From an optimization exercise on the open Yosys and OpenROAD flow, aimed at small area, a short achievable clock period and few clock cycles; shortcuts taken in it are not production practice.
The RTL was checked by simulation tests, not by an equivalence proof against the original design.

==> build 23: inputs <==
==> flow/design.v <==
module Iterative(
MatrixResult,
MatrixA,
MatrixB,
Clk,
Start,
Finished
);
output [224:0]MatrixResult;  
output Finished;
input [149:0]MatrixA;  
input [89:0]MatrixB;  
input Clk;
input Start;
reg [224:0]MatrixResult;
reg [14:0] A [4:0][1:0];
reg [14:0] B [1:0][2:0];
reg [14:0] Result [4:0][2:0];
reg [2:0] row;
reg [1:0] col;
assign Finished = (row == 5);
always @(posedge Clk)
begin
if(Start)
begin
row = 0;
col = 0;
{A[0][0], A[0][1], A[1][0], A[1][1], A[2][0], A[2][1], A[3][0], A[3][1], A[4][0], A[4][1]} = MatrixA;
{B[0][0], B[0][1], B[0][2], B[1][0], B[1][1], B[1][2]} = MatrixB;
{Result[0][0], Result[0][1], Result[0][2], Result[1][0], Result[1][1], Result[1][2], Result[2][0], Result[2][1], Result[2][2], Result[3][0], Result[3][1], Result[3][2], Result[4][0], Result[4][1], Result[4][2]} = 225'b0;
end
else if(!Finished)
begin
Result[row][col] = A[row][0] * B[0][col] + A[row][1] * B[1][col];
if (row == 4 && col == 2)
begin
MatrixResult = {Result[0][0], Result[0][1], Result[0][2], Result[1][0], Result[1][1], Result[1][2], Result[2][0], Result[2][1], Result[2][2], Result[3][0], Result[3][1], Result[3][2], Result[4][0], Result[4][1], Result[4][2]};
row = 5;  
end
else if (col == 2)
begin
row = row + 1;
col = 0;
end
else
begin
col = col + 1;
end
end
end
endmodule
==> flow/run.sh <==
#!/bin/bash
# synth_recipe.tcl (not shown) runs the flow's synth.tcl, then flattens the netlist and writes it again
# the make line also repeats each setting of config.mk as NAME=value (left out here)
make -C /OpenROAD-flow-scripts/flow DESIGN_CONFIG=/design/flow/config.mk WORK_HOME=/design/flow/orfs CLKGATE_MAP_FILE= SYNTH_SCRIPT=/design/flow/synth_recipe.tcl finish
==> flow/config.mk <==
export PLATFORM = sky130hd
export DESIGN_NAME = Iterative
export DESIGN_NICKNAME = Iterative
export VERILOG_FILES = /design/flow/design.v
export SDC_FILE = /design/flow/constraint.sdc
export NUM_CORES = 4
export LEC_CHECK = 0
export CAP_MARGIN = 20
export CORE_MARGIN = 2
export CORE_UTILIZATION = 40
export SLEW_MARGIN = 20
==> flow/constraint.sdc <==
create_clock -name core_clock -period 9.0 [get_ports {Clk}]
set_input_delay 1.8000 -clock core_clock [delete_from_list [all_inputs] [get_ports {Clk}]]
set_output_delay 1.8000 -clock core_clock [all_outputs]
set_load 0.01 [all_outputs]
==> trial 26 (differences from build 23) <==
==> flow/design.v, changed modules only <==
module Iterative(
MatrixResult,
MatrixA,
MatrixB,
Clk,
Start,
Finished
);
output [224:0]MatrixResult;  
output Finished;
input [149:0]MatrixA;  
input [89:0]MatrixB;  
input Clk;
input Start;
reg [224:0] MatrixResult;
reg Finished;
wire [224:0] prod;
genvar i, j;
generate
for (i = 0; i < 5; i = i + 1) begin : g_row
  for (j = 0; j < 3; j = j + 1) begin : g_col
    wire [14:0] a0 = MatrixA[149-30*i -: 15];
    wire [14:0] a1 = MatrixA[134-30*i -: 15];
    wire [14:0] b0 = MatrixB[89-15*j -: 15];
    wire [14:0] b1 = MatrixB[44-15*j -: 15];
    assign prod[224-45*i-15*j -: 15] = a0 * b0 + a1 * b1;
  end
end
endgenerate
always @(posedge Clk)
begin
  if (Start)
  begin
    MatrixResult <= prod;
    Finished <= 1'b1;
  end
end
endmodule
==> qor summary <==
	build 23	trial 26
Outcome	no timing/DRC/antenna violations	no timing/DRC/antenna violations
Buffer share of cell area	13.0%	6.93%
Final non-filler cell area	43000 um2	124000 um2
Count of inserted tapcells	1144	3724
Cell variety after synth	72	41
First-pass GRT wire length	153 mm	572 mm
Portion of netlist area occupied by mux cells	1.60%	0%
Iteration-0 DRC count of the detailed router	2128	6197
Met1 usage	31.7%	35.3%
Highest routed metal layer	met4	met5
Sink count of the clock tree	695	225
Total Routed Length	103 mm	374 mm
Clkbuf count	106	42
Share of cells above drive strength 1	9.03%	4.62%
Leading cell type in the layout, fill and taps excluded	nand2_1	inv_1
Global routing usage summed across all routing layers	23.2%	26.9%
Final non-filler cell total	4821	16600
Library cell with the largest summed area after synthesis	edfxtp_1	fa_1
Post-DR wirelength/cell	21.4 um	22.6 um
Endpoint with the worst hold slack	Result[13][5]	MatrixResult[183]
Testbench counts of build 23, summed over its fixed seeds: cycles 25,600.
Testbench counts of trial 26, summed over its fixed seeds: cycles 1,600.

========
==> ember <==
Another version of the RTL of Iterative (not shown whole).
## Iterative
module Iterative(
MatrixResult,
MatrixA,
MatrixB,
Clk,
Start,
Finished
);
output [224:0]MatrixResult;  
output Finished;
input [149:0]MatrixA;  
input [89:0]MatrixB;  
input Clk;
input Start;
reg Finished;
always @(posedge Clk)
  if (Start)
    Finished <= 1'b1;
wire [14:0] a00 = MatrixA[149 -: 15];
wire [14:0] a01 = MatrixA[134 -: 15];
wire [14:0] a10 = MatrixA[119 -: 15];
wire [14:0] a11 = MatrixA[104 -: 15];
wire [14:0] a20 = MatrixA[89 -: 15];
wire [14:0] a21 = MatrixA[74 -: 15];
wire [14:0] a30 = MatrixA[59 -: 15];
wire [14:0] a31 = MatrixA[44 -: 15];
wire [14:0] a40 = MatrixA[29 -: 15];
wire [14:0] a41 = MatrixA[14 -: 15];
wire [14:0] b00 = MatrixB[89 -: 15];
wire [14:0] b01 = MatrixB[74 -: 15];
wire [14:0] b02 = MatrixB[59 -: 15];
wire [14:0] b10 = MatrixB[44 -: 15];
wire [14:0] b11 = MatrixB[29 -: 15];
wire [14:0] b12 = MatrixB[14 -: 15];
wire [14:0] s0_g, s0_p;
pg_cell u_s0_pg0 (.a(a00[0]), .b(a01[0]), .g(s0_g[0]), .p(s0_p[0]));
  ...
export LEC_CHECK = 0
export CAP_MARGIN = 30
export CELL_PAD_IN_SITES_DETAIL_PLACEMENT = 1
export CELL_PAD_IN_SITES_GLOBAL_PLACEMENT = 1
export CORE_MARGIN = 2
export CORE_UTILIZATION = 40
export PLACE_DENSITY = 0.42
export SETUP_SLACK_MARGIN = 1.5
export SLEW_MARGIN = 30
create_clock -name core_clock -period 9.0 [get_ports {Clk}]
run.sh (not shown) runs the stock make flow with config.mk's settings and CLKGATE_MAP_FILE= SYNTH_SCRIPT=/design/flow/synth_recipe.tcl, a recipe that flattens the netlist after the stock synthesis.
==> inputs of sierra, as changes to ember <==
==> flow/flow/run.sh (new file) <==
#!/bin/bash
set -euo pipefail
cd "$(dirname "$0")/.."
export BUFFER_PORTS_ARGS="-buffer_cell sky130_fd_sc_hd__buf_2"
bash standard.sh BUFFER_PORTS_ARGS="-buffer_cell sky130_fd_sc_hd__buf_2" finish > standard_make.log 2>&1
==> flow/standard.sh (new file) <==
#!/bin/bash
# synth_recipe.tcl (not shown) runs the flow's synth.tcl, then flattens the netlist and writes it again
# the make line also repeats each setting of config.mk as NAME=value (left out here)
make -C /OpenROAD-flow-scripts/flow DESIGN_CONFIG=/design/flow/config.mk WORK_HOME=/design/flow/orfs CLKGATE_MAP_FILE= SYNTH_SCRIPT=/design/flow/synth_recipe.tcl "${@:-finish}"
- CAP_MARGIN: 30 -> 20
- SETUP_SLACK_MARGIN: 1.5 -> 3.0
- SLEW_MARGIN: 30 -> 20
- SYNTH_HIERARCHICAL: unset -> 1
- SYNTH_MINIMUM_KEEP_SIZE: unset -> 0
removed: flow/run.sh
==> inputs of harbor, as changes to ember <==
- CAP_MARGIN: 30 -> 20
- SETUP_SLACK_MARGIN: 1.5 -> unset
- SLEW_MARGIN: 30 -> 20
==> comparison <==
Between sierra and harbor, the lower die area is in sierra (gap about 25%, measured against harbor). Critical path depth, highest first: ember, harbor, sierra. ember finished clean. harbor finished clean. sierra completed, yet does not pass: max-capacitance violations, max-slew violations. Worst hold slack, lowest first: ember, harbor, sierra.
Testbench counts of ember, summed over its fixed seeds: cycles 1,600.
Testbench counts of sierra, summed over its fixed seeds: cycles 1,600.
Testbench counts of harbor, summed over its fixed seeds: cycles 1,600.

-- re-timing with driven ports --
In the flow no input, the clock included, has a driving cell. The finished layouts below were timed again as built, in two steps. Step 1 (the two cells are an assumption about what drives the block):
set clk [get_ports {Clk}]
set_driving_cell -lib_cell sky130_fd_sc_hd__clkbuf_16 $clk
set_driving_cell -lib_cell sky130_fd_sc_hd__buf_2 [delete_from_list [all_inputs] $clk]
Step 2, shift: input delay + t, output delay - t, t = (earliest + latest rising clock arrival at the registers) / 2. This alone moves slack from input paths to output paths. Slacks: no drivers / after step 1 / after step 2; pairs: no drivers / after step 1.
run | t, ns | setup WS [ns] | worst setup path after step 2 | worst slew at a driven data input, ns | cell pins on the clock port's net
build 23 | 0.688 | 0.348 / 0.348 / 0.348 | register to register | 0.11 | 1
trial 26 | 0.782 | 0.730 / 0.732 / -0.050 | input to register | 0.34 | 1
ember | 0.829 | 1.591 / 1.606 / 0.777 | input to register | 0.34 | 1
sierra | 0.827 | 2.935 / 2.843 / 2.192 | input to register | 0.14 | 1
harbor | 0.839 | 0.639 / 0.721 / -0.119 | input to register | 0.28 | 1
With both steps, setup timing fails in trial 26 and harbor, where it was met with ideal ports. The setup slack of ember, which loses most, moves by +0.015 ns with the drivers and by -0.814 ns with both steps.
